This is an optimization exercise on Yosys and OpenROAD, whose aim is small area, not a production implementation. In this exercise RTL edits were held to simulation tests only and were not proved equivalent to the original. Power figures rest on the tool's default switching activity, not on a simulated workload.

## design/flow/design.v

```verilog
module RAM(clk,rst_n,ld_wa,ld_ra,ld_wr,rx_byte,rx_last,tx_data);
parameter MEM_DEPTH = 256;
parameter ADDR_SIZE = 8;
localparam NW = 18;           
localparam NR = 19;           
input clk,rst_n,ld_wa,ld_ra,ld_wr;
input[7:0] rx_byte,rx_last;
output reg[7:0] tx_data;
reg[ADDR_SIZE-1:0] addr_wr;
reg[ADDR_SIZE-1:0] addr_rd;
reg[ADDR_SIZE-1:0] wp_addr;   
reg[7:0] wp_data;             
reg[7:0] c;
reg[8*MEM_DEPTH-1:0] ring;
function integer wtap;        
	input integer k;
	wtap = (k * MEM_DEPTH) / NW;
endfunction
function integer iswtap;      
	input integer s;
	integer k;
	begin
		iswtap = 0;
		for (k = 0; k < NW; k = k + 1)
			if (wtap(k) == s) iswtap = 1;
	end
endfunction
function integer rtap;        
	input integer k;
	rtap = (k * MEM_DEPTH) / NR;
endfunction
always @(posedge clk or negedge rst_n) begin
	if (!rst_n) begin
		addr_wr <= 0;
		addr_rd <= 0;
	end else begin
		if (ld_wa) addr_wr <= rx_last;
		if (ld_ra) addr_rd <= rx_last;
	end
end
always @(posedge clk) begin
	c <= c + 8'd1;
	if (ld_wr) begin
		wp_addr <= addr_wr;
		wp_data <= rx_byte;
	end
end
wire[7:0] u = wp_addr + c + 8'd1;
wire[7:0] v = addr_rd + c;
genvar s, k;
generate
	for (s = 0; s < MEM_DEPTH; s = s + 1) begin : st
		wire[7:0] prev = ring[8*((s+MEM_DEPTH-1)%MEM_DEPTH) +: 8];
		if (iswtap(s)) begin : wt
			always @(posedge clk)
				ring[8*s +: 8] <= (u == s) ? wp_data : prev;
		end else begin : pl
			always @(posedge clk)
				ring[8*s +: 8] <= prev;
		end
	end
endgenerate
wire[8*NR-1:0] rterm;
generate
	for (k = 0; k < NR; k = k + 1) begin : rt
		assign rterm[8*k +: 8] = (v == rtap(k)) ? ring[8*rtap(k) +: 8] : 8'd0;
	end
endgenerate
reg[7:0] rword;
reg rhit;
integer i;
always @(*) begin
	rword = 8'd0;
	rhit = 1'b0;
	for (i = 0; i < NR; i = i + 1) begin
		rword = rword | rterm[8*i +: 8];
		rhit = rhit | (v == rtap(i));
	end
end
always @(posedge clk) begin
	if (wp_addr == addr_rd) tx_data <= wp_data;
	else if (rhit) tx_data <= rword;
end
endmodule
module SPI_SLAVE(MOSI,SS_n,clk,rst_n,tx_data,MISO,ld_wa,ld_ra,ld_wr,rx_byte,rx_last);
input clk,rst_n,MOSI,SS_n;
input[7:0] tx_data;           
output reg MISO;
output ld_wa;                 
output ld_ra;                 
output ld_wr;                 
output[7:0] rx_byte;          
output[7:0] rx_last;          
localparam IDLE = 2'd0;
localparam CHK  = 2'd1;
localparam DATA = 2'd2;
reg[1:0] cs;
reg[4:0] cnt;                 
reg[9:0] rx;
reg read_data;                
reg rdd;                      
always @(posedge clk or negedge rst_n) begin
	if (~rst_n) begin
		cs <= IDLE;
		read_data <= 1'b0;
	end else begin
		case (cs)
		IDLE: cs <= SS_n ? IDLE : CHK;
		CHK: begin
			cs <= SS_n ? IDLE : DATA;
			if (~SS_n && MOSI) read_data <= ~read_data;
		end
		DATA: cs <= SS_n ? IDLE : DATA;
		default: cs <= IDLE;
		endcase
	end
end
always @(posedge clk) begin
	rx <= {rx[8:0], MOSI};
	if (cs == CHK) begin
		cnt <= 5'd1;
		rdd <= MOSI & read_data;
	end else begin
		if (cnt != 5'd20) cnt <= cnt + 5'd1;
		if (cnt == 5'd1 || cnt == 5'd2) rdd <= rdd & MOSI;
	end
	if (cs == DATA && rdd && cnt >= 5'd12 && cnt <= 5'd19)
		MISO <= tx_data[5'd19 - cnt];
end
wire at11 = (cs == DATA) && (cnt == 5'd10) && ~SS_n;
assign ld_wa = at11 && rx[8:7] == 2'b00;
assign ld_ra = at11 && rx[8:7] == 2'b10;
assign ld_wr = (cs == DATA) && (cnt == 5'd11) && rx[9:8] == 2'b01;
assign rx_byte = rx[7:0];
assign rx_last = {rx[6:0], MOSI};
endmodule
module SPI_Wrapper(MISO,MOSI,SS_n,clk,rst_n);
parameter MEM_DEPTH = 256;
parameter ADDR_SIZE = 8;
input MOSI,SS_n,clk,rst_n;
output MISO;
wire[7:0] tx_data,rx_byte,rx_last;
wire ld_wa,ld_ra,ld_wr;
RAM #(MEM_DEPTH,ADDR_SIZE) ram(clk,rst_n,ld_wa,ld_ra,ld_wr,rx_byte,rx_last,tx_data);
SPI_SLAVE spi(MOSI,SS_n,clk,rst_n,tx_data,MISO,ld_wa,ld_ra,ld_wr,rx_byte,rx_last);
endmodule
```

## design/flow/run.sh

```bash
#!/bin/bash
# synth_recipe.tcl (not shown) runs the flow's synth.tcl, then flattens the netlist and writes it again
# the make line also repeats each setting of config.mk as NAME=value (left out here)
make -C /OpenROAD-flow-scripts/flow DESIGN_CONFIG=/design/flow/config.mk WORK_HOME=/design/flow/orfs CLKGATE_MAP_FILE= SYNTH_SCRIPT=/design/flow/synth_recipe.tcl finish
```

## design/flow/config.mk

```make
export PLATFORM = sky130hd
export DESIGN_NAME = SPI_Wrapper
export DESIGN_NICKNAME = SPI_Wrapper
export VERILOG_FILES = /design/flow/design.v
export SDC_FILE = /design/flow/constraint.sdc
export NUM_CORES = 4
export LEC_CHECK = 0
export CAP_MARGIN = 20
export CORE_MARGIN = 2
export CORE_UTILIZATION = 40
export SLEW_MARGIN = 20
```

## design/flow/constraint.sdc

```tcl
create_clock -name core_clock -period 5.0 [get_ports {clk}]
set_input_delay 1.0000 -clock core_clock [delete_from_list [all_inputs] [get_ports {clk}]]
set_output_delay 1.0000 -clock core_clock [all_outputs]
set_load 0.01 [all_outputs]
```

==> results of run 1 <==
-- routing by layer --
layer	up-vias	track usage [%]	part of all wire (%)
li1	9421	-	-
met1	9459	20.0	50
met2	414	20.4	42
met3	161	3.56	5.5
met4	0	6.03	3.1
met5	-	0	0
-- state kept, by name (all words and copies together), names as in the netlist --
name	cells
spi.cs	2
ram.wp_addr	8
ram.addr_wr	8
ram.tx_data	8
spi.rx	10
spi.rdd	1
ram.ring	2048
spi.MISO	1
ram.addr_rd	8
spi.read_data	1
ram.c	8
spi.cnt	5
ram.wp_data	8
-- through the flow --
stage               setup WS (ns)  instance area, um2  instances  utilization [%]
floorplan                    1.59               47900       2751                -
global placement            0.819               49900       4333             42.2
detailed placement          0.861               49900       4333             42.2
CTS                         0.838               56100       4660             47.4
global route                0.495               56100       4660             47.4
finish                      0.813               56200       4664             47.4
-- power by group --
| part | internal (mW) | total [mW] | switching (mW) |
|---|---|---|---|
| clock | 8.23 | 14.1 | 5.91 |
| combinational | 0.0855 | 0.192 | 0.107 |
| sequential | 16.9 | 17.0 | 0.0708 |
| total | 25.3 | 31.4 | 6.09 |
-- cell type report --
cell class	instances	area share, %
Sequential cell	2116	76.1
Clock buffer	270	9.59
Multi-Input combinational cell	575	8.79
Tap cell	1600	3.57
Clock inverter	57	1.50
Timing Repair Buffer	25	0.352
Inverter	17	0.114
Antenna cell	4	0.0178
-- worst paths after layout --
path | slack, ns | end | start
min in group asynchronous | 0.73 | spi.cs[1] | rst_n
min reg2reg | 0.30 | ram.ring[951] | ram.ring[943]
max in group asynchronous | 3.68 | ram.addr_wr[3] | rst_n
max reg2reg | 0.81 | ram.tx_data[4] | ram.c[0]
max | 0.81 | ram.tx_data[4] | ram.c[0]
min | 0.30 | ram.ring[951] | ram.ring[943]
-- cell families after synthesis --
family | synth area share [%]
adder cells (fa/ha/maj) | 0.684
multiplexers | 3.90
AND/OR/NAND/NOR | 2.41
XOR/XNOR | 0.677
flip-flops | 89.2
AO/OA/AOI/OAI | 2.60
buffers and inverters | 0.541
-- cell usage in the layout, fill, tap and decap left out, types with 6 or more instances in the layout --
master,n
dfxtp_1,2071
clkbuf_16,184
mux2_2,145
clkbuf_8,46
clkbuf_1,40
nor2_1,36
edfxtp_1,26
nand2_1,24
a22oi_1,23
ha_1,23
nand3_1,21
clkinv_2,21
buf_4,21
xnor2_1,19
dfrtp_1,19
nor3_1,18
inv_1,17
and3_1,17
xor2_1,17
mux2_1,16
a22o_1,15
bufinv_16,14
a21oi_1,12
and2_1,11
o21a_1,10
and4_1,10
a21oi_2,10
nand4_1,9
o21ai_0,9
o211ai_1,8
nor4_1,8
nor2b_1,7
a221oi_1,7
a31oi_1,6
a222oi_1,6
-- worst max-delay path: stages, from the launching register on --
cell      delay (ns)
dfxtp_1         0.38
ha_1            0.22
inv_1           0.08
fa_1            0.54
nand2b_1        0.19
a21oi_1         0.31
xor2_2          0.46
nor4b_1         0.18
and2_1          0.28
or3_1           0.36
nor4_1          0.25
nand4b_1        0.49
==> results.txt, run 1 <==
- Status: timing/DRC/antenna clean
- Share of layout cells above drive strength 1: between 10% and 20%
- Die area: between 100000 and 150000 um2
- Post-cts sizing count: 0
- Vias post-DR: ~20000
- CP Capture Type: flop
- Initial antenna violation count: 21
- Tmin final: around 4.2 ns
- CTS Sinks: around 2100
- Synth Instances: 2751
- Clk slew on worst S/H paths: 0.07 ns
- Final-report max-slew violation count: 0
- Avg Cell Area, Syn: roughly 17 um2
- Crit-path max FO: 11
- Vias per cell: around 4.2
- Actual slew at the worst max-slew pin: 1.03 ns
- Nets: approximately 2900
- Iteration-0 DRC Markers: ~1200
- Ys Warns: 2
- RSZ-0062 raised after global routing: false
- Core Box Area: approximately 120000 um2
- Die Wd: 350 um
- Multi-input combinational cell area: just under 5000 um2
- Post-synthesis instance area: about 48000 um2
- # IOs: 5
- CTS tree: yes
- Fin crit share: a little over four fifths
- Total CTS buffers: between 150 and 200
- Setup Fix Bufs, Post-CTS: 0
- Final GP Congestion: 0.825
- Hold Path Class: flop to flop
- Hold Path Stages: 0
- DRC Markers: 0
- Synth top area cells: dfxtp_1, mux2_2, edfxtp_1, dfrtp_1, ha_1
- Worst r2r path cells: 11
- First-pass GRT wire length: around 120000 um
- FP Rows: 126
- Reg area: approximately 43000 um2
- Hold WS: between 0.3 and 0.4 ns
- Final setup vio count: 0
- Vias in the first global route: approximately 19000
- Post-DP HPWL: 54300 um
- Drt pass-1 iters: 7
- Hold_buf cts: 0
- Final ANT Viol Nets: 0
- Leakage: 22.4 nW
- Worst-skew pair later-pin latency: between 0.7 and 0.8 ns
- EDFF count, synth: 26
- Tot Pwr: ~31 mW
- I/O Buffers: 4
- Starting Density: between 40 and 50%
- Async SR Flop Fraction: 0.898%
- List of most frequent post-synthesis cells: dfxtp_1, mux2_2, nor2_1
- Top cell type's share of synthesized area: 86.6%
- WS Path Type: flop to flop
- Crit start category: flop
- Synth unique cells: 83
- Worst vdd ir: 0.000367 V
- Synth Register Bits: approximately 2100
- Clock Tree Buf Depth: 3
- Power Dens Cells: between 500 and 600 nW/um2
- Required time of the critical path: roughly 5.4 ns
- Max_cap viols: 0
- P&R area growth vs syn: 17.2%
- Clk_skew: roughly 0.028 ns
- FMAX: about 240 MHz
- Routed wire length: roughly 85000 um
- Largest net degree at the start of global routing: 20
- Die height: around 350 um
- Most frequent cell after synthesis: dfxtp_1
- Overflow after GRT: 0
- Syn nets: about 2800
- Cell taking the most area after synthesis: dfxtp_1
- Slew margin rel.: around a third
- DR WL/cell: ~18 um
- Register area share after synthesis: 89.2%
- Filler Cell Count: roughly 10000
- Final Hold Viols: 0
- Root Driver: clkbuf_16
- Main synth FF type: dfxtp_1
- H-Tree Depth: 4
- All-Layer GR Usage: around 14%
- Arr. time, crit path: ~4.5 ns
- Setup TNS: 0 ns
==> run 2, diff against run 1 <==
--- a/design/flow/config.mk
+++ b/design/flow/config.mk
@@ -10,2 +10,5 @@
 export CORE_UTILIZATION = 40
+export CTS_BUF_LIST = sky130_fd_sc_hd__clkbuf_8
+export CTS_CLUSTER_DIAMETER = 60
+export CTS_CLUSTER_SIZE = 20
 export SLEW_MARGIN = 20
==> run 2 against run 1 <==
Effect of this change: still clean; synthesized area unchanged; setup slack got worse by 0.0061 ns; count of clock-buffer cells in the layout fell by 148; die area did not move; wire length fell by 3.9%; register-to-register slack hardly changed; clock skew rose by 0.015 ns; fmax down 0.15%; clock power is about 50% lower; via count shrank 3.6%; first-iteration DRC count is 0.95% higher; critical path depth is the same.
==> results.txt, run 2 <==
- Status: timing/DRC/antenna clean
- Routed wire length: 81500 um (-3.9%)
- Flip-flop count of the largest register after layout: 2048 (unchanged)
- Max_cap viols: 0 (unchanged)
- Slew margin rel.: 29.7% (-1.7 points)
- DR WL/cell: 18.2 um (about the same)
- Worst vdd ir: 0.000306 V (-17%)
- Async SR Flop Fraction: 0.898% (unchanged)
- Ys Warns: 2 (unchanged)
- FP Rows: 126 (unchanged)
- Slowest CP cell: fa_1
- RSZ-0062 raised after global routing: false
- Crit-path cells: ha_1, inv_1, fa_1, nand2b_1, a21oi_1, xor2_2, nor4b_1, and2_1, or3_1, nor4_1, nand4b_1
- Avg Cell Area, Syn: 17.4 um2 (unchanged)
- Initial antenna violation count: 24 (+14%)
- Die area: 123000 um2 (unchanged)
- Vias in the first global route: 18000 (-5.2%)
- Fin crit share: 83.9% (+0.12 points)
- Crit start category: flop
- WS Path Type: flop to flop
- Most frequent cell after synthesis: dfxtp_1
- Hold Path Class: flop to flop
- H-Tree Depth: 3 (-1)
- Main synth FF type: dfxtp_1
- Hold_buf cts: 0 (unchanged)
- Top cell type's share of synthesized area: 86.6% (unchanged)
- Setup TNS: 0 ns (unchanged)
- Arr. time, crit path: 4.59 ns (+0.05 ns)
- Worst-skew pair later-pin latency: 0.84 ns (+0.05 ns)
- Post-synthesis instance area: 47900 um2 (unchanged)
- Setup Fix Bufs, Post-CTS: 0 (unchanged)
- Share of layout cells above drive strength 1: 11.8% (-4.2 points)
- Power Dens Cells: 467 nW/um2 (-16%)
- Clk_skew: 0.0433 ns (+0.0152 ns)
- Slowest stage delay, CP: 0.54 ns (about the same)
- Hold Path Stages: 0 (unchanged)
- Crit-path max FO: 11 (unchanged)
- Most frequent cells in the layout: dfxtp_1, mux2_2, clkbuf_8
- Actual slew at the worst max-slew pin: 1.05 ns (+0.0184 ns)
- Final Hold Viols: 0 (unchanged)
- Post-DP HPWL: 54300 um (unchanged)
- Clock Tree Buf Depth: 3 (unchanged)
- All-Layer GR Usage: 13.4% (-0.67 points)
- Final ANT Viol Nets: 0 (unchanged)
- Total CTS buffers: 119 (-34%)
- Synth unique cells: 83 (unchanged)
- Drt pass-1 iters: 5 (-2)
- Tmin final: 4.19 ns (+0.00614 ns)
- CTS Sinks: 2116 (unchanged)
- Vias per cell: 4.18 (+0.23%)
- Final GP Congestion: 0.825 (unchanged)
- Final WS setup: 0.807 ns (-0.00614 ns)
- Clk slew on worst S/H paths: 0.12 ns (+0.05 ns)
- Most common cell after layout, fill and taps aside: dfxtp_1
- Largest net degree at the start of global routing: 22 (+10%)
- CP Capture Type: flop
- Final setup vio count: 0 (unchanged)
- Core Box Area: 118000 um2 (unchanged)
- Root Driver: clkbuf_8
- Synth Instances: 2751 (unchanged)
- Syn nets: 2780 (unchanged)
- Required time of the critical path: 5.39 ns (+0.04 ns)
- Register area share after synthesis: 89.2% (unchanged)
- CTS tree: yes
- Final-report max-slew violation count: 0 (unchanged)
- # IOs: 5 (unchanged)
- Starting Density: 40.5% (unchanged)
- Multi-input combinational cell area: 4930 um2 (unchanged)
- Nets: 2883 (-2.1%)
- FMAX: 238 MHz (-0.15%)
- Die height: 350 um (unchanged)
- P&R area growth vs syn: 8.28%
- Reg area: 42700 um2 (unchanged)
- Reg with most FFs: ram.ring
- First-pass GRT wire length: 118000 um (-4.2%)
- Filler Cell Count: 10400 (+4.4%)
- Post-cts sizing count: 0 (unchanged)
- EDFF count, synth: 26 (unchanged)
- Die Wd: 350 um (unchanged)
- List of most frequent post-synthesis cells: dfxtp_1, mux2_2, nor2_1
- Vias post-DR: 18800 (-3.6%)
- Cell taking the most area after synthesis: dfxtp_1
- I/O Buffers: 4 (unchanged)
- Final core occ: 43.8% (-3.6 points)
- DP Worst Slack: 0.861 ns (unchanged)
- DRC Markers: 0 (unchanged)
- Biggest regs: ram.ring: 2048 flops, spi.rx: 10 flops
- Worst r2r path cells: 11 (unchanged)
- Synth top area cells: dfxtp_1, mux2_2, edfxtp_1, dfrtp_1, ha_1
- Leakage: 20.4 nW (-9.0%)
- Synth Register Bits: 2116 (unchanged)
- Overflow after GRT: 0 (unchanged)
- Iteration-0 DRC Markers: 1173 (+0.95%)
[run 2: cell counts after synthesis]
Identical to the previous run, type by type.
[run 2: worst paths after layout]
path	end	startpoint	slack (ns)
max	ram.tx_data[4]	ram.addr_rd[0]	0.81
min	ram.ring[1310]	ram.ring[1302]	0.30
max reg2reg	ram.tx_data[4]	ram.addr_rd[0]	0.81
min reg2reg	ram.ring[1310]	ram.ring[1302]	0.30
max in group asynchronous	ram.addr_rd[1]	rst_n	3.75
min in group asynchronous	spi.cs[1]	rst_n	0.66
[run 2: layout make-up]
class,instances,share of cell area (%)
multi-input cells,575,9.51
repair buffers,25,0.381
flip-flops and latches,2116,82.4
inverters,17,0.123
diodes,6,0.0290
well taps,1600,3.86
clock buffers,122,3.24
clock inverters,26,0.487
[run 2: worst max-delay path, delay by kind of cell, from the launching register on]
family | cells | cell delay [ns]
simple gates | 6 | 1.76
fa+ha+maj | 2 | 0.75
xor+xnor | 1 | 0.46
flops | 1 | 0.40
compound gates | 1 | 0.31
buf+inv | 1 | 0.08
[run 2: routing by layer]
| metal | track usage [%] | share of wire, % |
|---|---|---|
| met1 | 19.7 | 51 |
| met3 | 2.92 | 5.1 |
| met5 | 0 | 0 |
| met2 | 19.6 | 41 |
| met4 | 4.41 | 3.0 |
[run 2: where the power goes]
group	switching, mW	internal [mW]	leakage (nW)
combinational	0.107	0.0856	2.16
clock	4.66	2.38	1.04
sequential	0.0709	16.9	17.2
[run 2: cell families after synthesis]
group / synth area share [%]
fa+ha+maj: 0.684
compound gates: 2.60
buf+inv: 0.541
simple gates: 2.41
xor+xnor: 0.677
flops: 89.2
mux: 3.90
[run 2: per-stage QoR]
| step | hold WS, ns | power, mW | std cells | instance area, um2 |
|---|---|---|---|---|
| final | 0.301 | 24.2 | 4487 | 51900 |
| after global routing | 0.316 | 25.2 | 4483 | 51800 |
| after CTS | 0.305 | 24.5 | 4481 | 51800 |
| after detailed placement | 0.312 | 17.6 | 4333 | 49900 |
| after global placement | 0.309 | 17.6 | 4333 | 49900 |
| after floorplan | 0.310 | 17.5 | 2751 | 47900 |
==> run 3, diff against run 2 <==
--- a/design/flow/config.mk
+++ b/design/flow/config.mk
@@ -9,3 +9,3 @@
 export CORE_MARGIN = 2
-export CORE_UTILIZATION = 40
+export CORE_UTILIZATION = 65
 export CTS_BUF_LIST = sky130_fd_sc_hd__clkbuf_8
==> run 3 against run 2 <==
Effect of this change: global-route usage up 9.6 points; synthesized area unchanged; final cell count down 15%; clock skew up 0.018 ns; via count about the same; critical path type unchanged; first-iteration DRC count down 5.8%; hold slack worse by 0.014 ns; setup slack better by 0.059 ns.
==> results.txt, run 3 <==
- Status: timing/DRC/antenna clean
- # IOs: 5 (unchanged)
- Setup Fix Bufs, Post-CTS: 0 (unchanged)
- RSZ-0062 raised after global routing: false
- Vias in the first global route: 19100 (+6.1%)
- Async SR Flop Fraction: 0.898% (unchanged)
- Synth top area cells: dfxtp_1, mux2_2, edfxtp_1, dfrtp_1, ha_1
- Arr. time, crit path: 4.75 ns (+0.16 ns)
- Final-report max-slew violation count: 0 (unchanged)
- Worst-skew pair later-pin latency: 0.78 ns (-0.06 ns)
- DP Worst Slack: 0.904 ns (+0.0436 ns)
- Syn nets: 2780 (unchanged)
- All-Layer GR Usage: 23.0% (+9.6 points)
- Drt pass-1 iters: 5 (unchanged)
- P&R area growth vs syn: 6.41%
- WS Path Type: flop to flop
- Cell taking the most area after synthesis: dfxtp_1
- Max_cap viols: 0 (unchanged)
- Power Dens Cells: 473 nW/um2 (+1.1%)
- CP Capture Type: flop
- Hold_buf cts: 0 (unchanged)
- Hold Path Class: flop to flop
- Simple-gate share of the synthesized area: 2.41% (unchanged)
- Die height: 275 um (-21%)
- Final setup vio count: 0 (unchanged)
- Starting Density: 65.6% (+25 points)
- Post-synthesis instance area: 47900 um2 (unchanged)
- Overflow after GRT: 0 (unchanged)
- Slowest stage delay, CP: 0.86 ns (+0.32 ns)
- Clk slew on worst S/H paths: 0.12 ns (about the same)
- List of most frequent post-synthesis cells: dfxtp_1, mux2_2, nor2_1
- Largest net degree at the start of global routing: 22 (unchanged)
- Clk_skew: 0.0611 ns (+0.0178 ns)
- Setup TNS: 0 ns (unchanged)
- Main combinational cell family by area after synthesis: multiplexers
- Final Hold Viols: 0 (unchanged)
- Actual slew at the worst max-slew pin: 1.14 ns (+0.0932 ns)
- Main synth FF type: dfxtp_1
- Core Box Area: 73000 um2 (-38%)
- Most frequent cells in the layout: dfxtp_1, mux2_2, clkbuf_8
- Synth Instances: 2751 (unchanged)
- I/O Buffers: 4 (unchanged)
- Most frequent cell after synthesis: dfxtp_1
- Fin crit share: 82.7% (-1.2 points)
- Top cell type's share of synthesized area: 86.6% (unchanged)
- CTS Sinks: 2116 (unchanged)
- Most common cell after layout, fill and taps aside: dfxtp_1
- Routed wire length: 85800 um (+5.3%)
- Compound-gate portion of the synthesized area: 2.60% (unchanged)
- Root Driver: clkbuf_8
- Synth Register Bits: 2116 (unchanged)
- EDFF count, synth: 26 (unchanged)
- Vias post-DR: 18800 (-0.032%)
- Crit-path cells: ha_1, inv_1, fa_1, nand2b_1, a21oi_1, xor2_1, buf_4, nor3_1, and3_1, a22o_1, nor3_1, a41oi_2
- Slew margin rel.: 23.6% (-6.1 points)
- Most frequent CP cell: nor3_1
- Total CTS buffers: 118 (-0.84%)
- Biggest regs: ram.ring: 2048 flops, spi.rx: 10 flops
- Required time of the critical path: 5.62 ns (+0.23 ns)
- FMAX: 242 MHz (+1.4%)
- Post-Synth Adder-Cell Area: 0.684% (unchanged)
- CTS tree: yes
- Synth unique cells: 83 (unchanged)
- Die area: 75900 um2 (-38%)
- Nets: 2879 (-0.14%)
- Iteration-0 DRC Markers: 1105 (-5.8%)
- Final GP Congestion: 0.875 (+6.1%)
- Clock Tree Buf Depth: 3 (unchanged)
- Post-DP HPWL: 58600 um (+7.8%)
- Share of layout cells above drive strength 1: 11.4% (-0.38 points)
- H-Tree Depth: 3 (unchanged)
- Ys Warns: 2 (unchanged)
- Reg with most FFs: ram.ring
- FP Rows: 99 (-21%)
- Vias per cell: 4.89 (+17%)
- DRC Markers: 0 (unchanged)
- Reg-to-reg setup timing slack: 0.87 ns (+0.06 ns)
- Post-cts sizing count: 0 (unchanged)
- Hold WS: 0.287 ns (-0.0143 ns)
- DR WL/cell: 22.4 um (+23%)
- First-pass GRT wire length: 123000 um (+4.3%)
- Flip-flop count of the largest register after layout: 2048 (unchanged)
- Crit-path max FO: 14 (+3)
- Tmin final: 4.13 ns (-0.0594 ns)
- Crit start category: flop
- Final core occ: 69.9% (+26 points)
- Avg Cell Area, Syn: 17.4 um2 (unchanged)
- Final ANT Viol Nets: 0 (unchanged)
- Final WS setup: 0.866 ns (+0.0594 ns)
- Initial antenna violation count: 18 (-25%)
- Register area share after synthesis: 89.2% (unchanged)
- Worst vdd ir: 0.000429 V (+40%)
- Tot Pwr: 24.1 mW (-0.65%)
- Leakage: 20.4 nW (-0.25%)
- XOR/XNOR Fraction of Synth Area: 0.677% (unchanged)
- Die Wd: 275 um (-21%)
- Mux cell area share after synthesis: 3.90% (unchanged)
- Slowest CP cell: nor3_1
run 3: kinds of logic (layout without fill, tap and decap cells):
family	Yosys count	in the layout
xor gates and xnor gates	37	37
adders and majority gates	25	25
and+or+nand+nor	196	196
muxes	164	164
AOI/OAI and AO/OA	153	153
buffers and inverters	60	180
DFF	2116	2116
other	0	3
run 3: per-stage QoR:
step | cells | area [um2]
global route | 3832 | 51000
finish | 3833 | 51000
CTS | 3830 | 51000
floorplan | 2751 | 47900
global placement | 3689 | 49100
detailed placement | 3689 | 49100
run 3: metal layers:
metal / wire length [um] / vias to the layer above / track usage (%) / share of wire, %
li1: - / 9140 / - / -
met2: 39100 / 330 / 36.5 / 46
met3: 3250 / 130 / 3.65 / 3.8
met5: 0 / - / 0 / 0
met1: 41000 / 9154 / 32.8 / 48
met4: 2440 / 0 / 7.13 / 2.8
run 3: final timing paths:
check	from	to	cells after the start
max in group asynchronous	rst_n	ram.addr_rd[7]	1
setup reg to reg	ram.addr_rd[0]	ram.tx_data[3]	12
min in group asynchronous	rst_n	ram.addr_wr[1]	1
hold / removal	ram.ring[1414]	ram.ring[1422]	0
hold reg to reg	ram.ring[1414]	ram.ring[1422]	0
setup / recovery	ram.addr_rd[0]	ram.tx_data[3]	12
run 3: final cells by class:
cell class | instances | area (um2)
flip-flops and latches | 2116 | 42700
fillers | 4428 | 22000
multi-input cells | 575 | 4930
clock buffers | 119 | 1640
well taps | 959 | 1200
clock inverters | 22 | 239
repair buffers | 22 | 175
inverters | 17 | 63.8
diodes | 3 | 7.51
run 3: critical path, delay by kind of cell (launching register included):
kind	cells	cell delay (ns)
compound gates	3	0.65
xor+xnor	1	0.14
fa+ha+maj	2	0.75
buf+inv	2	0.29
flops	1	0.40
simple gates	4	1.73
run 3: power by group:
group / switching, mW / internal [mW] / total [mW]
combinational: 0.112 / 0.0855 / 0.198
clock: 4.59 / 2.28 / 6.87
sequential: 0.0787 / 16.9 / 17.0
total: 4.78 / 19.3 / 24.1
==> run 4, diff against run 3 <==
--- a/design/flow/config.mk
+++ b/design/flow/config.mk
@@ -7,2 +7,3 @@
 export LEC_CHECK = 0
+export ABC_AREA = 1
 export CAP_MARGIN = 20
@@ -12,3 +13,3 @@
 export CTS_CLUSTER_DIAMETER = 60
-export CTS_CLUSTER_SIZE = 20
+export CTS_CLUSTER_SIZE = 18
 export SLEW_MARGIN = 20
==> run 4 against run 3 <==
Effect of this change: global-route usage hardly changed; die area about the same; utilization is 0.33 points higher; via count up 11%; non-clock buffer count shrank 8; fmax increased by 17%; clock power up 8.6%; power grew 2.7%; largest power group unchanged; highest routed layer unchanged.
==> results.txt, run 4 <==
- Internal power: 19.7 mW (+2.3%)
- Iteration-0 DRC Markers: 1402 (+27%)
- EDFF count, synth: 26 (unchanged)
- Worst-skew pair later-pin latency: 0.82 ns (+0.04 ns)
- Synth Register Bits: 2116 (unchanged)
- Most frequent CP cell: nand4_1
- Total CTS buffers: 138 (+17%)
- Sw Ratio: 20.2% (+0.30 points)
- I/O Buffers: 4 (unchanged)
- First-pass GRT wire length: 126000 um (+2.3%)
- Vias post-DR: 20800 (+11%)
- Register area share after synthesis: 89.2% (about the same)
- Worst vdd ir: 0.000438 V (+2.0%)
- FP Rows: 99 (unchanged)
- FMAX: 282 MHz (+17%)
- Flip-flop count of the largest register after layout: 2048 (unchanged)
- All-Layer GR Usage: 23.0% (about the same)
- Logic gate share of total power: 1.2% (+0.4 points)
- DR WL/cell: 20.0 um (-11%)
- Post-DP HPWL: 57600 um (-1.7%)
- Vias in the first global route: 20800 (+9.2%)
- Setup TNS: 0 ns (unchanged)
- Crit-path cells: ha_1, inv_1, fa_1, xor2_2, nand2_1, nor2_2, nand3_1, nand4_1, nor2_1, nand4_1
- Syn nets: 3188 (+15%)
- Slowest CP cell: nor2_2
- Starting Density: 65.7% (about the same)
- Most common cell after layout, fill and taps aside: dfxtp_1
- P&R area growth vs syn: 6.88%
- List of most frequent post-synthesis cells: dfxtp_1, nand2_1, nand3_1
- Overflow after GRT: 0 (unchanged)
- Die area: 75900 um2 (about the same)
- Drt pass-1 iters: 5 (unchanged)
- Leakage: 20.7 nW (+1.5%)
- Async SR Flop Fraction: 0.898% (unchanged)
- Fin crit share: 70.8% (-12 points)
- Routed wire length: 85100 um (-0.84%)
- Worst r2r path cells: 10 (-2)
- Most frequent cell after synthesis: dfxtp_1
- H-Tree Depth: 4 (+1)
- Clk slew on worst S/H paths: 0.11 ns (about the same)
- Die height: 275 um (about the same)
- Filler Cell Count: 4685 (+5.8%)
- Clock power share: 30.2% (+1.7 points)
- Clk_skew: 0.0499 ns (-0.0112 ns)
- Avg Cell Area, Syn: 15.2 um2 (-13%)
- Hold_buf cts: 0 (unchanged)
- Vias per cell: 4.88 (-0.17%)
- Final ANT Viol Nets: 0 (unchanged)
- Reg-to-reg setup timing slack: 1.46 ns (+0.59 ns)
- CTS Sinks: 2116 (unchanged)
- Hold Path Class: primary input to asynchronous set/reset pin
- Setup Fix Bufs, Post-CTS: 0 (unchanged)
- Main combinational cell family by area after synthesis: simple AND/OR/NAND/NOR gates
- DRC Markers: 0 (unchanged)
- Post-Layout Cell Count: 4255 (+11%)
- Top cell type's share of synthesized area: 86.5% (about the same)
- Max_cap viols: 0 (unchanged)
- Tmin final: 3.54 ns (-0.592 ns)
- Cell taking the most area after synthesis: dfxtp_1
- Required time of the critical path: 5.46 ns (-0.16 ns)
- Nets: 3296 (+14%)
- Mux cell area share after synthesis: 0.353% (-3.5 points)
- Final Hold Viols: 0 (unchanged)
- Final setup vio count: 0 (unchanged)
- Initial antenna violation count: 10 (-8)
- Slew margin rel.: 36.4% (+13 points)
- Core Box Area: 73000 um2 (unchanged)
- R2R Path End: ram.tx_data[6]
- RSZ-0062 raised after global routing: false
- Clock Tree Buf Depth: 3 (unchanged)
- P_sw: 4.99 mW (+4.2%)
- Synth top area cells: dfxtp_1, nand2_1, edfxtp_1, nand3_1, o21ai_0
- Placed instance count: 4086 (+11%)
- Post-synthesis instance area: 47900 um2 (about the same)
- Sequential Power Share: 68.7% (-2.0 points)
- XOR/XNOR Fraction of Synth Area: 0.418% (-0.26 points)
- Main synth FF type: dfxtp_1
- Die Wd: 275 um (about the same)
- Arr. time, crit path: 4.00 ns (-0.75 ns)
- # IOs: 5 (unchanged)
- Largest net degree at the start of global routing: 36 (+64%)
- Post-Synth Adder-Cell Area: 0.684% (about the same)
- Biggest regs: ram.ring: 2048 flops, spi.rx: 10 flops
- Power Dens Cells: 483 nW/um2 (+2.2%)
- Final-report max-slew violation count: 0 (unchanged)
- Actual slew at the worst max-slew pin: 0.952 ns (-0.188 ns)
- WS Path Type: flop to flop
- Synth Instances: 3159 (+15%)
- Post-cts sizing count: 0 (unchanged)
- Simple-gate share of the synthesized area: 6.32% (+3.9 points)
- Slowest stage delay, CP: 0.49 ns (-0.37 ns)
- Crit-path max FO: 14 (unchanged)
- Compound-gate portion of the synthesized area: 1.97% (-0.63 points)
- Share of layout cells above drive strength 1: 7.13% (-4.3 points)
- CTS tree: yes
- Reg with most FFs: ram.ring
- Crit start category: flop
- Final GP Congestion: 0.857 (-2.1%)
- Ys Warns: 2 (unchanged)
- CP Capture Type: flop
- Most frequent cells in the layout: dfxtp_1, nand2_1, nand3_1
- Root Driver: clkbuf_8
- Reg-to-reg startpoint: ram.addr_rd[0]
- Status: timing/DRC/antenna clean
- Synth unique cells: 42 (-49%)
[run 4: worst max-delay path by stage]
stage / from / to / slack [ns] / cells after the start
2_1_floorplan: ram.c[0] / ram.tx_data[0] / 2.31 / 15
3_3_place_gp: ram.c[0] / ram.tx_data[2] / 1.53 / 10
3_5_place_dp: ram.addr_rd[0] / ram.tx_data[4] / 1.47 / 10
4_1_cts: ram.addr_rd[0] / ram.tx_data[4] / 1.47 / 10
5_1_grt: ram.c[0] / ram.tx_data[0] / 1.22 / 11
6_report: ram.addr_rd[0] / ram.tx_data[6] / 1.46 / 10
[run 4: area by class of cell]
type	count	area, um2	area share [%]
multi-input combinational	923	4680	9.14
antenna	2	5.00	0.00977
inverter	74	278	0.542
sequential	2116	42700	83.4
tap	959	1200	2.34
clock inverter	23	231	0.452
clock buffer	144	1980	3.87
timing repair buffer	14	110	0.215
[run 4: metrics by stage]
step	area [um2]	util, %	hold slack, ns	setup slack, ns	total power, mW
6_report	51200	70.2	0.133	1.46	24.7
5_1_grt	51200	70.2	0.127	1.22	25.6
4_1_cts	51200	70.2	0.308	1.47	24.9
3_5_place_dp	49000	67.1	0.312	1.47	17.7
3_3_place_gp	49000	67.1	0.309	1.53	17.6
2_1_floorplan	47900	-	0.310	2.31	17.6
[run 4: cell families after synthesis]
logic type,after synthesis
compound gates,183
xor+xnor,22
fa+ha+maj,25
buf+inv,120
flops,2116
mux,15
simple gates,678
[run 4: power groups by stage]
stage	Clock (mW)	Combinational [mW]	Sequential [mW]
finish	7.46	0.287	17.0
global route	8.24	0.318	17.0
CTS	7.65	0.286	17.0
detailed placement	0	0.284	17.4
global placement	0	0.267	17.4
floorplan	0	0.208	17.4
[run 4: critical path, delay by kind of cell (launching register included)]
kind,cells,cell delay (ns)
and+or+nand+nor,6,1.52
DFF,1,0.42
buffers and inverters,1,0.07
xor gates and xnor gates,1,0.46
adders and majority gates,2,0.70
[run 4: layer usage]
layer | wire length [um] | track usage [%] | up-vias | share of wire [%]
met1 | 41100 | 32.7 | 10100 | 48
met3 | 2990 | 3.73 | 118 | 3.5
met2 | 39200 | 36.7 | 369 | 46
met4 | 1820 | 6.63 | 0 | 2.1
met5 | 0 | 0 | - | 0
li1 | - | - | 10200 | -
==> run 5, diff against run 4 <==
--- a/design/flow/design.v
+++ b/design/flow/design.v
@@ -4,3 +4,3 @@
 localparam NW = 18;           
-localparam NR = 19;           
+localparam NR = 18;           
 input clk,rst_n,ld_wa,ld_ra,ld_wr;
@@ -86,4 +86,4 @@
 input clk,rst_n,MOSI,SS_n;
-input[7:0] tx_data;           
-output reg MISO;
+input[7:0] tx_data;
+output MISO;
 output ld_wa;                 
@@ -97,3 +97,3 @@
 reg[1:0] cs;
-reg[4:0] cnt;                 
+reg[4:0] cnt;
 reg[9:0] rx;
@@ -120,15 +120,14 @@
 	if (cs == CHK) begin
-		cnt <= 5'd1;
+		cnt <= 5'd4;
 		rdd <= MOSI & read_data;
 	end else begin
-		if (cnt != 5'd20) cnt <= cnt + 5'd1;
-		if (cnt == 5'd1 || cnt == 5'd2) rdd <= rdd & MOSI;
+		if (cnt != 5'd31) cnt <= cnt + 5'd1;
+		if (cnt == 5'd4 || cnt == 5'd5) rdd <= rdd & MOSI;
 	end
-	if (cs == DATA && rdd && cnt >= 5'd12 && cnt <= 5'd19)
-		MISO <= tx_data[5'd19 - cnt];
 end
-wire at11 = (cs == DATA) && (cnt == 5'd10) && ~SS_n;
+assign MISO = rdd && cnt[4:3] == 2'b10 && tx_data[3'd7 - cnt[2:0]];
+wire at11 = (cs == DATA) && (cnt == 5'd13) && ~SS_n;
 assign ld_wa = at11 && rx[8:7] == 2'b00;
 assign ld_ra = at11 && rx[8:7] == 2'b10;
-assign ld_wr = (cs == DATA) && (cnt == 5'd11) && rx[9:8] == 2'b01;
+assign ld_wr = (cs == DATA) && (cnt == 5'd14) && rx[9:8] == 2'b01;
 assign rx_byte = rx[7:0];
--- a/design/flow/config.mk
+++ b/design/flow/config.mk
@@ -13,3 +13,3 @@
 export CTS_CLUSTER_DIAMETER = 60
-export CTS_CLUSTER_SIZE = 18
+export CTS_CLUSTER_SIZE = 20
 export SLEW_MARGIN = 20
==> run 5 against run 4 <==
Effect of this change: synthesized cell count shrank 0.85%; register-to-register slack improved by 0.06 ns; hold slack gained 0.18 ns; global-route usage is 2.0 points lower; combinational power grew 27%; setup slack worse by 0.45 ns; critical path depth shrank 4; clock skew shrank 0.017 ns.
==> results.txt, run 5 <==
- Post-synthesis instance area: 47800 um2 (-0.31%)
- Die height: 275 um (-0.15%)
- CTS tree: yes
- Power Dens Cells: 481 nW/um2 (-0.38%)
- Hold Path Class: flop to flop
- Worst vdd ir: 0.000375 V (-14%)
- All-Layer GR Usage: 21.0% (-2.0 points)
- Register area share after synthesis: 89.4% (+0.21 points)
- Worst Min Path Start: ram.ring[1125]
- Crit-path max FO: 8 (-6)
- Most common cell after layout, fill and taps aside: dfxtp_1
- Arr. time, crit path: 2.99 ns (-1.01 ns)
- # IOs: 5 (unchanged)
- Nets: 3245 (-1.5%)
- First-pass GRT wire length: 116000 um (-7.9%)
- Main synth FF type: dfxtp_1
- Ys Warns: 2 (unchanged)
- Leakage: 20.4 nW (-1.5%)
- Fin crit share: 79.9% (+9.0 points)
- Reg-to-reg startpoint: ram.addr_rd[0]
- Crit-path cells: inv_1, o21ai_0, o22ai_1, o2111ai_1, nor2_1, clkdlybuf4s50_1
- WS Path Type: flop to output port
- Flip-flop count of the largest register after layout: 2048 (unchanged)
- Hold_buf cts: 0 (unchanged)
- CP Capture Type: output port
- Required time of the critical path: 4.00 ns (-1.46 ns)
- Crit start category: flop
- Biggest regs: ram.ring: 2048 flops, spi.rx: 10 flops
- Synth Instances: 3132 (-0.85%)
- Top cell type's share of synthesized area: 86.8% (+0.27 points)
- FP Rows: 99 (unchanged)
- Final ANT Viol Nets: 0 (unchanged)
- Post-cts sizing count: 0 (unchanged)
- EDFF count, synth: 25 (-3.8%)
- Vias in the first global route: 19600 (-5.9%)
- Vias post-DR: 20200 (-2.7%)
- Synth unique cells: 43 (+2.4%)
- CP Launch Point: spi.cnt[0]
- Final Hold Viols: 0 (unchanged)
- Starting Density: 65.6% (-0.091 points)
- RSZ-0062 raised after global routing: false
- Placed inst area: 48800 um2 (-0.39%)
- Tot Pwr: 24.4 mW (-1.3%)
- FMAX: 250 MHz (-11%)
- Largest net degree at the start of global routing: 37 (+2.8%)
- Actual slew at the worst max-slew pin: 0.969 ns (+0.0172 ns)
- Clock Tree Buf Depth: 3 (unchanged)
- Post-Layout Cell Count: 4201 (-1.3%)
- Die Wd: 275 um (-0.15%)
- Synth top area cells: dfxtp_1, nand2_1, nand3_1, edfxtp_1, o21ai_1
- Slowest CP cell: clkdlybuf4s50_1
- List of most frequent post-synthesis cells: dfxtp_1, nand2_1, nand3_1
- Tmin final: 3.99 ns (+0.452 ns)
- Syn nets: 3162 (-0.82%)
- Status: timing/DRC/antenna clean
- Die area: 75700 um2 (-0.30%)
- Avg Cell Area, Syn: 15.2 um2 (+0.55%)
- Clk_skew: 0.0332 ns (-0.0167 ns)
- Synth Register Bits: 2115 (-0.047%)
- Total CTS buffers: 119 (-14%)
- H-Tree Depth: 3 (-1)
- Drt pass-1 iters: 8 (+3)
- Iteration-0 DRC Markers: 1553 (+11%)
- Slowest stage delay, CP: 0.58 ns (+0.09 ns)
- Share of layout cells above drive strength 1: 6.61% (-0.52 points)
- Most frequent cell after synthesis: dfxtp_1
- DR WL/cell: 18.6 um (-6.9%)
- Vias per cell: 4.81 (-1.5%)
- Final-report max-slew violation count: 0 (unchanged)
- Post-DP HPWL: 53600 um (-6.8%)
- Setup TNS: 0 ns (unchanged)
- Final GP Congestion: 0.968 (+13%)
- Hold WS: 0.318 ns (+0.185 ns)
- Slew margin rel.: 35.2% (-1.2 points)
- Setup Fix Bufs, Post-CTS: 0 (unchanged)
- Root Driver: clkbuf_8
- Most frequent cells in the layout: dfxtp_1, nand2_1, nand3_1
- Clk slew on worst S/H paths: 0.12 ns (about the same)
- Overflow after GRT: 0 (unchanged)
- Cell taking the most area after synthesis: dfxtp_1
- Routed wire length: 78200 um (-8.1%)
- Reg with most FFs: ram.ring
- Worst-skew pair later-pin latency: 0.79 ns (-0.03 ns)
- Initial antenna violation count: 17 (+7)
- Core Box Area: 72800 um2 (-0.17%)
- Final non-filler cell area: 50700 um2 (-0.90%)
- I/O Buffers: 4 (unchanged)
- CTS Sinks: 2115 (-0.047%)
- Async SR Flop Fraction: 0.898% (about the same)
- Final setup vio count: 0 (unchanged)
- Max_cap viols: 0 (unchanged)
- Placed instance count: 4053 (-0.81%)
- P&R area growth vs syn: 6.25%
- DRC Markers: 0 (unchanged)
-- run 5: changes by cell type after synthesis, sizes merged, moves of 6 or more --
cell,before,now
o21ai,162,171
mux2,15,0
xor2,17,11
nor2,133,116
inv,74,82
nand4,54,34
nand2,324,308
buf,35,42
nand3,152,168
-- run 5: layout make-up --
type	count	area, um2
flip-flops and latches	2115	42700
repair buffers	15	123
fillers	4957	22100
clock buffers	120	1650
diodes	5	12.5
well taps	959	1200
inverters	82	308
multi-input cells	882	4480
clock inverters	23	280
-- run 5: kinds of logic (layout without fill, tap and decap cells) --
kind of cell | after synthesis | count (layout) | synth area share [%]
flops | 2115 | 2115 | 89.4
simple gates | 642 | 642 | 6.14
compound gates | 197 | 197 | 2.18
buf+inv | 135 | 240 | 1.25
fa+ha+maj | 26 | 26 | 0.713
xor+xnor | 17 | 17 | 0.343
other cells | 0 | 5 | 0
-- run 5: final timing paths --
check / slack (ns) / depth (start not counted) / end
setup / recovery: 1.01 / 6 / MISO
hold / removal: 0.32 / 0 / ram.ring[1133]
setup reg to reg: 1.52 / 14 / ram.tx_data[0]
hold reg to reg: 0.32 / 0 / ram.ring[1133]
max in group asynchronous: 3.65 / 1 / ram.addr_rd[7]
min in group asynchronous: 0.74 / 1 / spi.read_data
-- run 5: through the flow --
| stage | utilization (%) | worst slack (ns) |
|---|---|---|
| 2_1_floorplan | - | 2.30 |
| 3_3_place_gp | 67.0 | 1.75 |
| 3_5_place_dp | 67.0 | 1.59 |
| 4_1_cts | 69.7 | 1.03 |
| 5_1_grt | 69.7 | 0.897 |
| 6_report | 69.7 | 1.01 |
-- run 5: report_power, final --
| part | internal (mW) | switching [mW] |
|---|---|---|
| logic | 0.104 | 0.260 |
| clock network | 2.43 | 4.58 |
| registers | 17.0 | 0.0739 |
| total | 19.5 | 4.91 |
-- run 5: layer usage --
layer | GRT usage [%] | vias to the layer above | share of wire, %
li1 | - | 10000 | -
met1 | 31.0 | 9512 | 50
met2 | 30.7 | 493 | 42
met3 | 3.82 | 194 | 4.5
met4 | 8.62 | 2 | 4.2
met5 | 0 | - | 0.014
-- run 5: worst max-delay path, delay by kind of cell (launching register included) --
| kind | cells | cell delay [ns] |
|---|---|---|
| flops | 1 | 0.44 |
| compound gates | 3 | 0.68 |
| simple gates | 1 | 0.22 |
| buf+inv | 2 | 0.86 |
==> run 6, diff against run 5 <==
==> design/flow/flow/run.sh (new file) <==
#!/bin/bash
# The standard layout (the standard.sh: standard synthesis, floorplan,
# placement, CTS, routing, finish), with clock tree synthesis run without
# dummy loads. Each step's own log is under orfs/logs/; make's output goes
# to standard.log here.
set -euo pipefail
export CTS_ARGS="-sink_clustering_enable -repair_clock_nets -dont_use_dummy_load -buf_list sky130_fd_sc_hd__clkbuf_8 -sink_clustering_size 20 -sink_clustering_max_diameter 60"
bash standard.sh finish > standard.log 2>&1
==> design/flow/standard.sh (new file) <==
#!/bin/bash
# synth_recipe.tcl (not shown) runs the flow's synth.tcl, then flattens the netlist and writes it again
# the make line also repeats each setting of config.mk as NAME=value (left out here)
make -C /OpenROAD-flow-scripts/flow DESIGN_CONFIG=/design/flow/config.mk WORK_HOME=/design/flow/orfs CLKGATE_MAP_FILE= SYNTH_SCRIPT=/design/flow/synth_recipe.tcl "${@:-finish}"
removed: design/flow/run.sh
==> run 6 against run 5 <==
Effect of this change: design area shrank 0.59%; critical endpoint unchanged; final cell count shrank 0.62%; still clean on timing, DRC and antenna; largest power group unchanged; clock skew grew 0.067 ns; flip-flop and latch count is the same; synthesized cell count is the same; non-clock buffer count unchanged; critical path type unchanged; hold slack worse by 0.044 ns.
==> results.txt, run 6 <==
- EDFF count, synth: 25 (unchanged)
- Ys Warns: 2 (unchanged)
- Fin crit share: 78.3% (-1.6 points)
- Core Box Area: 72800 um2 (unchanged)
- # IOs: 5 (unchanged)
- Largest net degree at the start of global routing: 37 (unchanged)
- Hold Path Class: flop to flop
- Required time of the critical path: 4.00 ns (about the same)
- Main combinational cell family by area after synthesis: simple AND/OR/NAND/NOR gates
- Tot Pwr: 23.9 mW (-1.9%)
- Post-cts sizing count: 0 (unchanged)
- Cell taking the most area after synthesis: dfxtp_1
- Post-Synth Adder-Cell Area: 0.713% (unchanged)
- FMAX: 255 MHz (+2.0%)
- Post-synthesis instance area: 47800 um2 (unchanged)
- Clock Tree Buf Depth: 3 (unchanged)
- DR WL/cell: 18.7 um (+0.38%)
- Final-report max-slew violation count: 0 (unchanged)
- Compound-gate portion of the synthesized area: 2.18% (unchanged)
- Post-DP HPWL: 53600 um (unchanged)
- Flip-flop count of the largest register after layout: 2048 (unchanged)
- Actual slew at the worst max-slew pin: 0.953 ns (-0.0165 ns)
- Vias in the first global route: 19600 (-0.026%)
- Syn nets: 3162 (unchanged)
- Final setup vio count: 0 (unchanged)
- Die area: 75700 um2 (unchanged)
- Arr. time, crit path: 2.91 ns (-0.08 ns)
- Die Wd: 275 um (unchanged)
- All-Layer GR Usage: 21.0% (about the same)
- Crit start category: flop
- Initial antenna violation count: 15 (-2)
- Most frequent cells in the layout: dfxtp_1, nand2_1, nand3_1
- Total CTS buffers: 119 (unchanged)
- Async SR Flop Fraction: 0.898% (unchanged)
- H-Tree Depth: 3 (unchanged)
- Final GP Congestion: 0.968 (unchanged)
- Most frequent cell after synthesis: dfxtp_1
- Routed wire length: 78000 um (-0.24%)
- Tmin final: 3.91 ns (-0.0790 ns)
- Worst vdd ir: 0.000374 V (about the same)
- Slew margin rel.: 36.3% (+1.1 points)
- Power Dens Cells: 475 nW/um2 (-1.4%)
- Hold WS: 0.274 ns (-0.0440 ns)
- CP Capture Type: output port
- Synth Instances: 3132 (unchanged)
- Max_cap viols: 0 (unchanged)
- Hold_buf cts: 0 (unchanged)
- FP Rows: 99 (unchanged)
- Die height: 275 um (unchanged)
- Nets: 3245 (unchanged)
- Mux cell area share after synthesis: 0% (unchanged)
- Top cell type's share of synthesized area: 86.8% (unchanged)
- Post-Layout Cell Count: 4175 (-0.62%)
- Setup TNS: 0 ns (unchanged)
- Biggest regs: ram.ring: 2048 flops, spi.rx: 10 flops
- RSZ-0062 raised after global routing: false
- P&R area growth vs syn: 5.62%
- Status: timing/DRC/antenna clean
- Synth unique cells: 43 (unchanged)
- Share of layout cells above drive strength 1: 6.13% (-0.48 points)
- Synth top area cells: dfxtp_1, nand2_1, nand3_1, edfxtp_1, o21ai_1
- Drt pass-1 iters: 6 (-2)
- XOR/XNOR Fraction of Synth Area: 0.343% (unchanged)
- DRC Markers: 0 (unchanged)
- Final ANT Viol Nets: 0 (unchanged)
- Vias post-DR: 20200 (+0.069%)
- Overflow after GRT: 0 (unchanged)
- Reg with most FFs: ram.ring
- I/O Buffers: 4 (unchanged)
- Setup Fix Bufs, Post-CTS: 0 (unchanged)
- Avg Cell Area, Syn: 15.2 um2 (unchanged)
- Final Hold Viols: 0 (unchanged)
- Leakage: 20.2 nW (-0.77%)
- Most common cell after layout, fill and taps aside: dfxtp_1
- Simple-gate share of the synthesized area: 6.14% (unchanged)
- Clk_skew: 0.100 ns (+0.0671 ns)
- CTS tree: yes
- Starting Density: 65.6% (unchanged)
- Vias per cell: 4.85 (+0.69%)
- Iteration-0 DRC Markers: 1642 (+5.7%)
- Crit-path max FO: 8 (unchanged)
- Register area share after synthesis: 89.4% (unchanged)
- Root Driver: clkbuf_8
- CTS Sinks: 2115 (unchanged)
- Final core occ: 69.3% (-0.41 points)
- Worst-skew pair later-pin latency: 0.78 ns (about the same)
- Placed instance count: 4053 (unchanged)
- List of most frequent post-synthesis cells: dfxtp_1, nand2_1, nand3_1
- Clk slew on worst S/H paths: 0.12 ns (about the same)
- First-pass GRT wire length: 116000 um (about the same)
- Synth Register Bits: 2115 (unchanged)
- WS Path Type: flop to output port
- Main synth FF type: dfxtp_1
-- run 6: cell counts after synthesis --
Identical to the previous run, type by type.
-- run 6: layout make-up --
class | instances | area (um2)
tap | 959 | 1200
sequential | 2115 | 42700
inverter | 82 | 308
antenna | 3 | 7.51
timing repair buffer | 15 | 123
clock buffer | 119 | 1640
fill | 4995 | 22400
multi-input combinational | 882 | 4480
-- run 6: kinds of logic (layout without fill, tap and decap cells) --
kind of cell    after synthesis  count (layout)
xor+xnor                     17              17
compound gates              197             197
simple gates                642             642
flops                      2115            2115
buf+inv                     135             216
fa+ha+maj                    26              26
other cells                   0               3
-- run 6: power breakdown --
part           switching [mW]  internal [mW]  total, mW
Combinational           0.256          0.103      0.359
Sequential             0.0737           17.0       17.0
Clock                    4.41           2.14       6.54
Total                    4.74           19.2       23.9
-- run 6: per-stage QoR --
| stage | worst slack (ns) | instance area (um2) |
|---|---|---|
| global route | 0.959 | 50400 |
| CTS | 1.10 | 50400 |
| floorplan | 2.30 | 47800 |
| detailed placement | 1.59 | 48800 |
| global placement | 1.75 | 48800 |
| finish | 1.09 | 50400 |
-- run 6: final timing paths --
path	end	startpoint	depth (start not counted)	slack (ns)
setup / recovery	MISO	spi.cnt[0]	6	1.09
hold / removal	ram.ring[1280]	ram.ring[1272]	0	0.27
setup reg to reg	ram.tx_data[0]	ram.addr_rd[0]	14	1.49
hold reg to reg	ram.ring[1280]	ram.ring[1272]	0	0.27
max in group asynchronous	ram.addr_wr[7]	rst_n	1	3.59
min in group asynchronous	ram.addr_wr[1]	rst_n	1	0.78
-- run 6: worst max-delay path: stages, from the launching register on --
cell             delay (ns)
dfxtp_1                0.43
inv_1                  0.28
o21ai_0                0.13
o22ai_1                0.35
o2111ai_1              0.19
nor2_1                 0.22
clkdlybuf4s50_1        0.58
-- run 6: routing by layer --
metal	vias up	track usage, %	routed length [um]
met4	2	8.61	3180
li1	9987	-	-
met3	198	3.94	3610
met5	-	0	7
met2	489	30.6	32400
met1	9555	31.0	38800
==> run 7, diff against run 6 <==
--- a/design/flow/design.v
+++ b/design/flow/design.v
@@ -3,4 +3,2 @@
 parameter ADDR_SIZE = 8;
-localparam NW = 18;           
-localparam NR = 18;           
 input clk,rst_n,ld_wa,ld_ra,ld_wr;
@@ -12,21 +10,5 @@
 reg[7:0] wp_data;             
-reg[7:0] c;
-reg[8*MEM_DEPTH-1:0] ring;
-function integer wtap;        
-	input integer k;
-	wtap = (k * MEM_DEPTH) / NW;
-endfunction
-function integer iswtap;      
-	input integer s;
-	integer k;
-	begin
-		iswtap = 0;
-		for (k = 0; k < NW; k = k + 1)
-			if (wtap(k) == s) iswtap = 1;
-	end
-endfunction
-function integer rtap;        
-	input integer k;
-	rtap = (k * MEM_DEPTH) / NR;
-endfunction
+reg[7:0] w0;                  
+reg[3:0] c;
+reg[7:0] ring[0:15][0:15];    
 always @(posedge clk or negedge rst_n) begin
@@ -40,5 +22,7 @@
 end
+wire wa0 = (addr_wr == 0);
 always @(posedge clk) begin
-	c <= c + 8'd1;
-	if (ld_wr) begin
+	c <= c + 4'd1;
+	if (ld_wr && wa0) w0 <= rx_byte;
+	if (ld_wr && !wa0) begin
 		wp_addr <= addr_wr;
@@ -47,14 +31,11 @@
 end
-wire[7:0] u = wp_addr + c + 8'd1;
-wire[7:0] v = addr_rd + c;
-genvar s, k;
+wire wphase = ((wp_addr[7:4] ^ c) == 4'hf);
+genvar r, s;
 generate
-	for (s = 0; s < MEM_DEPTH; s = s + 1) begin : st
-		wire[7:0] prev = ring[8*((s+MEM_DEPTH-1)%MEM_DEPTH) +: 8];
-		if (iswtap(s)) begin : wt
+	for (r = 0; r < 16; r = r + 1) begin : rg
+		always @(posedge clk)
+			ring[r][0] <= (wphase && wp_addr[3:0] == r) ? wp_data : ring[r][15];
+		for (s = 1; s < 16; s = s + 1) begin : sl
 			always @(posedge clk)
-				ring[8*s +: 8] <= (u == s) ? wp_data : prev;
-		end else begin : pl
-			always @(posedge clk)
-				ring[8*s +: 8] <= prev;
+				ring[r][s] <= ring[r][s-1];
 		end
@@ -62,22 +43,14 @@
 endgenerate
-wire[8*NR-1:0] rterm;
-generate
-	for (k = 0; k < NR; k = k + 1) begin : rt
-		assign rterm[8*k +: 8] = (v == rtap(k)) ? ring[8*rtap(k) +: 8] : 8'd0;
+wire[3:0] rh = addr_rd[7:4] ^ c;
+wire rphase = (rh == 4'hf);
+wire rphase7 = (rh[2:0] == 3'h7);
+wire[7:0] w15 = ring[addr_rd[3:0]][15];
+wire[7:0] w7 = ring[addr_rd[3:0]][7];
+always @(posedge clk) begin
+	if (addr_rd == 0) tx_data <= w0;
+	else if (addr_rd == wp_addr) tx_data <= wp_data;
+	else begin
+		if (rphase) tx_data[6:0] <= w15[6:0];
+		if (rphase7) tx_data[7] <= rh[3] ? w15[7] : w7[7];
 	end
-endgenerate
-reg[7:0] rword;
-reg rhit;
-integer i;
-always @(*) begin
-	rword = 8'd0;
-	rhit = 1'b0;
-	for (i = 0; i < NR; i = i + 1) begin
-		rword = rword | rterm[8*i +: 8];
-		rhit = rhit | (v == rtap(i));
-	end
-end
-always @(posedge clk) begin
-	if (wp_addr == addr_rd) tx_data <= wp_data;
-	else if (rhit) tx_data <= rword;
 end
==> run 7 against run 6 <==
Effect of this change: synthesized cell count is 7.3% lower; power is 0.14% lower; non-clock buffer count is 3 lower; still clean on timing, DRC and antenna; register-to-register slack better by 1.0 ns; die area is 2.8% lower; largest cell class unchanged.
==> results.txt, run 7 <==
- Post-cts sizing count: 0 (unchanged)
- Clk slew on worst S/H paths: 0.10 ns (-0.02 ns)
- WS Path Type: flop to output port
- Avg Cell Area, Syn: 16.0 um2 (+4.8%)
- Flip-flop count of the largest register after layout: 2048 (unchanged)
- Max_cap viols: 0 (unchanged)
- Final-report max-slew violation count: 0 (unchanged)
- Power Dens Cells: 487 nW/um2 (+2.5%)
- Crit start category: flop
- Status: timing/DRC/antenna clean
- Main synth FF type: dfxtp_1
- Die area: 73500 um2 (-2.8%)
- Reg area: 42800 um2 (+0.38%)
- Most frequent cells in the layout: dfxtp_1, nand2_1, o21ai_0
- Final ANT Viol Nets: 0 (unchanged)
- Largest net degree at the start of global routing: 21 (-43%)
- Hold_buf cts: 0 (unchanged)
- List of most frequent post-synthesis cells: dfxtp_1, nand2_1, o21ai_0
- Cell taking the most area after synthesis: dfxtp_1
- All-Layer GR Usage: 18.7% (-2.2 points)
- Die height: 271 um (-1.4%)
- Hold WS: 0.256 ns (-0.0178 ns)
- Most frequent cell after synthesis: dfxtp_1
- Die Wd: 271 um (-1.4%)
- Vias post-DR: 18400 (-8.9%)
- DR WL/cell: 17.2 um (-8.0%)
- Slowest CP cell: clkdlybuf4s50_1
- Share of layout cells above drive strength 1: 4.56% (-1.6 points)
- Worst r2r path cells: 7 (-7)
- Synth unique cells: 31 (-28%)
- Worst-skew pair later-pin latency: 0.75 ns (-0.03 ns)
- FMAX: 300 MHz (+17%)
- Overflow after GRT: 0 (unchanged)
- Final Hold Viols: 0 (unchanged)
- RSZ-0062 raised after global routing: false
- Hold Path Class: flop to flop
- Slew margin rel.: 34.2% (-2.1 points)
- Worst vdd ir: 0.000420 V (+12%)
- Post-synthesis instance area: 46400 um2 (-2.9%)
- Slowest stage delay, CP: 0.57 ns (about the same)
- CP Capture Type: output port
- FP Rows: 97 (-2.0%)
- Placed inst area: 47500 um2 (-2.6%)
- Ys Warns: 3 (+1)
- Tmin final: 3.34 ns (-0.578 ns)
- Most common cell after layout, fill and taps aside: dfxtp_1
- Initial antenna violation count: 1 (-14)
- Filler Cell Count: 4718 (-5.5%)
- Routed wire length: 67800 um (-13%)
- # IOs: 5 (unchanged)
- Vias per cell: 4.67 (-3.6%)
- Hold Path Stages: 0 (unchanged)
- Biggest regs: ram.ring: 2048 flops, spi.rx: 10 flops
- CTS tree: yes
- Crit-path max FO: 8 (unchanged)
- Final setup vio count: 0 (unchanged)
- Nets: 3019 (-7.0%)
- Final non-filler cell area: 49100 um2 (-2.6%)
- EDFF count, synth: 33 (+32%)
- Iteration-0 DRC Markers: 1046 (-36%)
- Fin crit share: 66.7% (-12 points)
- Root Driver: clkbuf_8
- Synth top area cells: dfxtp_1, nand2_1, edfxtp_1, o21ai_0, dfrtp_1
- Final GP Congestion: 0.946 (-2.4%)
- Setup TNS: 0 ns (unchanged)
- Clock Tree Buf Depth: 3 (unchanged)
- I/O Buffers: 4 (unchanged)
- CTS Sinks: 2119 (+0.19%)
- P&R area growth vs syn: 5.96%
- Post-DP HPWL: 44300 um (-17%)
- Total CTS buffers: 117 (-1.7%)
- Register area share after synthesis: 92.4% (+3.0 points)
- DRC Markers: 0 (unchanged)
- Drt pass-1 iters: 5 (-1)
- Syn nets: 2917 (-7.7%)
- Tot Pwr: 23.9 mW (-0.14%)
- Leakage: 19.6 nW (-2.8%)
- Top cell type's share of synthesized area: 89.2% (+2.4 points)
- Clk_skew: 0.0639 ns (-0.0364 ns)
- First-pass GRT wire length: 103000 um (-11%)
- Crit-path cells: inv_1, nor2_1, o22ai_1, nand2_1, a21oi_1, clkdlybuf4s50_1
- Vias in the first global route: 18100 (-7.5%)
- Synth Instances: 2903 (-7.3%)
- H-Tree Depth: 3 (unchanged)
- Arr. time, crit path: 2.34 ns (-0.57 ns)
- Required time of the critical path: 4.00 ns (about the same)
- Async SR Flop Fraction: 0.897% (-0.0017 points)
- Starting Density: 65.9% (+0.32 points)
- Reg with most FFs: ram.ring
- Synth Register Bits: 2119 (+0.19%)
- Actual slew at the worst max-slew pin: 0.986 ns (+0.0333 ns)
- Setup Fix Bufs, Post-CTS: 0 (unchanged)
- Multi-input combinational cell area: 3200 um2 (-29%)
- Core Box Area: 70400 um2 (-3.4%)
run 7: worst max-delay path, delay by kind of cell (launching register included):
kind / cells / cell delay (ns)
AND/OR/NAND/NOR: 2 / 0.14
AO/OA/AOI/OAI: 2 / 0.36
buffers and inverters: 2 / 0.76
flip-flops: 1 / 0.39
run 7: final cells by class:
| class | instances | area share, % |
|---|---|---|
| inverters | 57 | 0.435 |
| multi-input cells | 698 | 6.50 |
| flip-flops and latches | 2119 | 87.2 |
| repair buffers | 12 | 0.204 |
| well taps | 940 | 2.39 |
| clock buffers | 117 | 3.28 |
| diodes | 2 | 0.0102 |
run 7: logic make-up (layout without fill, tap and decap cells):
| family | after synthesis | in the layout | synth area share [%] |
|---|---|---|---|
| other | 0 | 2 | 0 |
| adders and majority gates | 10 | 10 | 0.270 |
| and+or+nand+nor | 497 | 497 | 4.41 |
| xor gates and xnor gates | 15 | 15 | 0.283 |
| DFF | 2119 | 2119 | 92.4 |
| AOI/OAI and AO/OA | 176 | 176 | 1.93 |
| buffers and inverters | 86 | 186 | 0.734 |
run 7: path summary, 6_finish.rpt:
check                           slack (ns)        startpoint               end
worst max-delay path                  1.66        spi.cnt[0]              MISO
worst min-delay path                  0.26  ram.ring[185][0]  ram.ring[186][0]
max in group asynchronous             3.59             rst_n         spi.cs[1]
worst min register to register        0.26  ram.ring[185][0]  ram.ring[186][0]
min in group asynchronous             0.79             rst_n    ram.addr_wr[6]
worst max register to register        2.53    ram.addr_rd[1]    ram.tx_data[3]
run 7: layer usage:
metal  track usage [%]  share of wire [%]  vias up
li1                  -                  -     9186
met1              27.2                 49     8770
met2              28.5                 43      335
met3              3.12                4.0      142
met4              7.55                3.6        0
met5                 0                  0        -
run 7: power breakdown:
| part | switching (mW) | internal [mW] |
|---|---|---|
| sequential | 0.0623 | 17.0 |
| clock | 4.39 | 2.11 |
| combinational | 0.229 | 0.109 |
| total | 4.69 | 19.2 |
run 7: metrics by stage:
step | utilization, % | setup slack, ns | instances
after global routing | 69.8 | 1.52 | 3944
final | 69.8 | 1.66 | 3945
after detailed placement | 67.5 | 2.42 | 3826
after global placement | 67.5 | 2.40 | 3826
after floorplan | - | 2.88 | 2903
after CTS | 69.8 | 1.60 | 3943

-- separate check: timing with driven ports --
The results above use ideal ports. As a check the final layouts listed here were re-extracted and re-timed, cells and wires unchanged.
Step 1: set_driving_cell puts a clkbuf_16 on clk and a buf_2 on each other input, an assumption about the parent block.
Step 2 adds t to the input delays and takes it off the output delays; t is the mean of the earliest and latest rising clock arrival at the registers after step 1. Input paths then give back, and output paths get back, about the clock's delay inside the block.
Slacks: ideal ports / drivers / drivers and shift; pairs: ideal ports / drivers.
run | shift t [ns] | setup slack, ns | worst setup path after step 2 | latest minus earliest clock arrival (ns)
run 1 | 0.843 | 0.813 / 0.813 / 0.813 | register to register | 0.031 / 0.031
run 2 | 0.881 | 0.807 / 0.807 / 0.807 | register to register | 0.046 / 0.047
run 3 | 0.814 | 0.866 / 0.866 / 0.866 | register to register | 0.063 / 0.062
run 4 | 0.855 | 1.458 / 1.458 / 1.458 | register to register | 0.055 / 0.055
run 5 | 0.837 | 1.007 / 0.943 / 1.517 | register to register | 0.038 / 0.039
run 6 | 0.784 | 1.086 / 1.029 / 1.488 | register to register | 0.107 / 0.108
run 7 | 0.770 | 1.664 / 1.605 / 2.376 | register to output | 0.072 / 0.073
After both steps setup and hold are still met in every run listed.
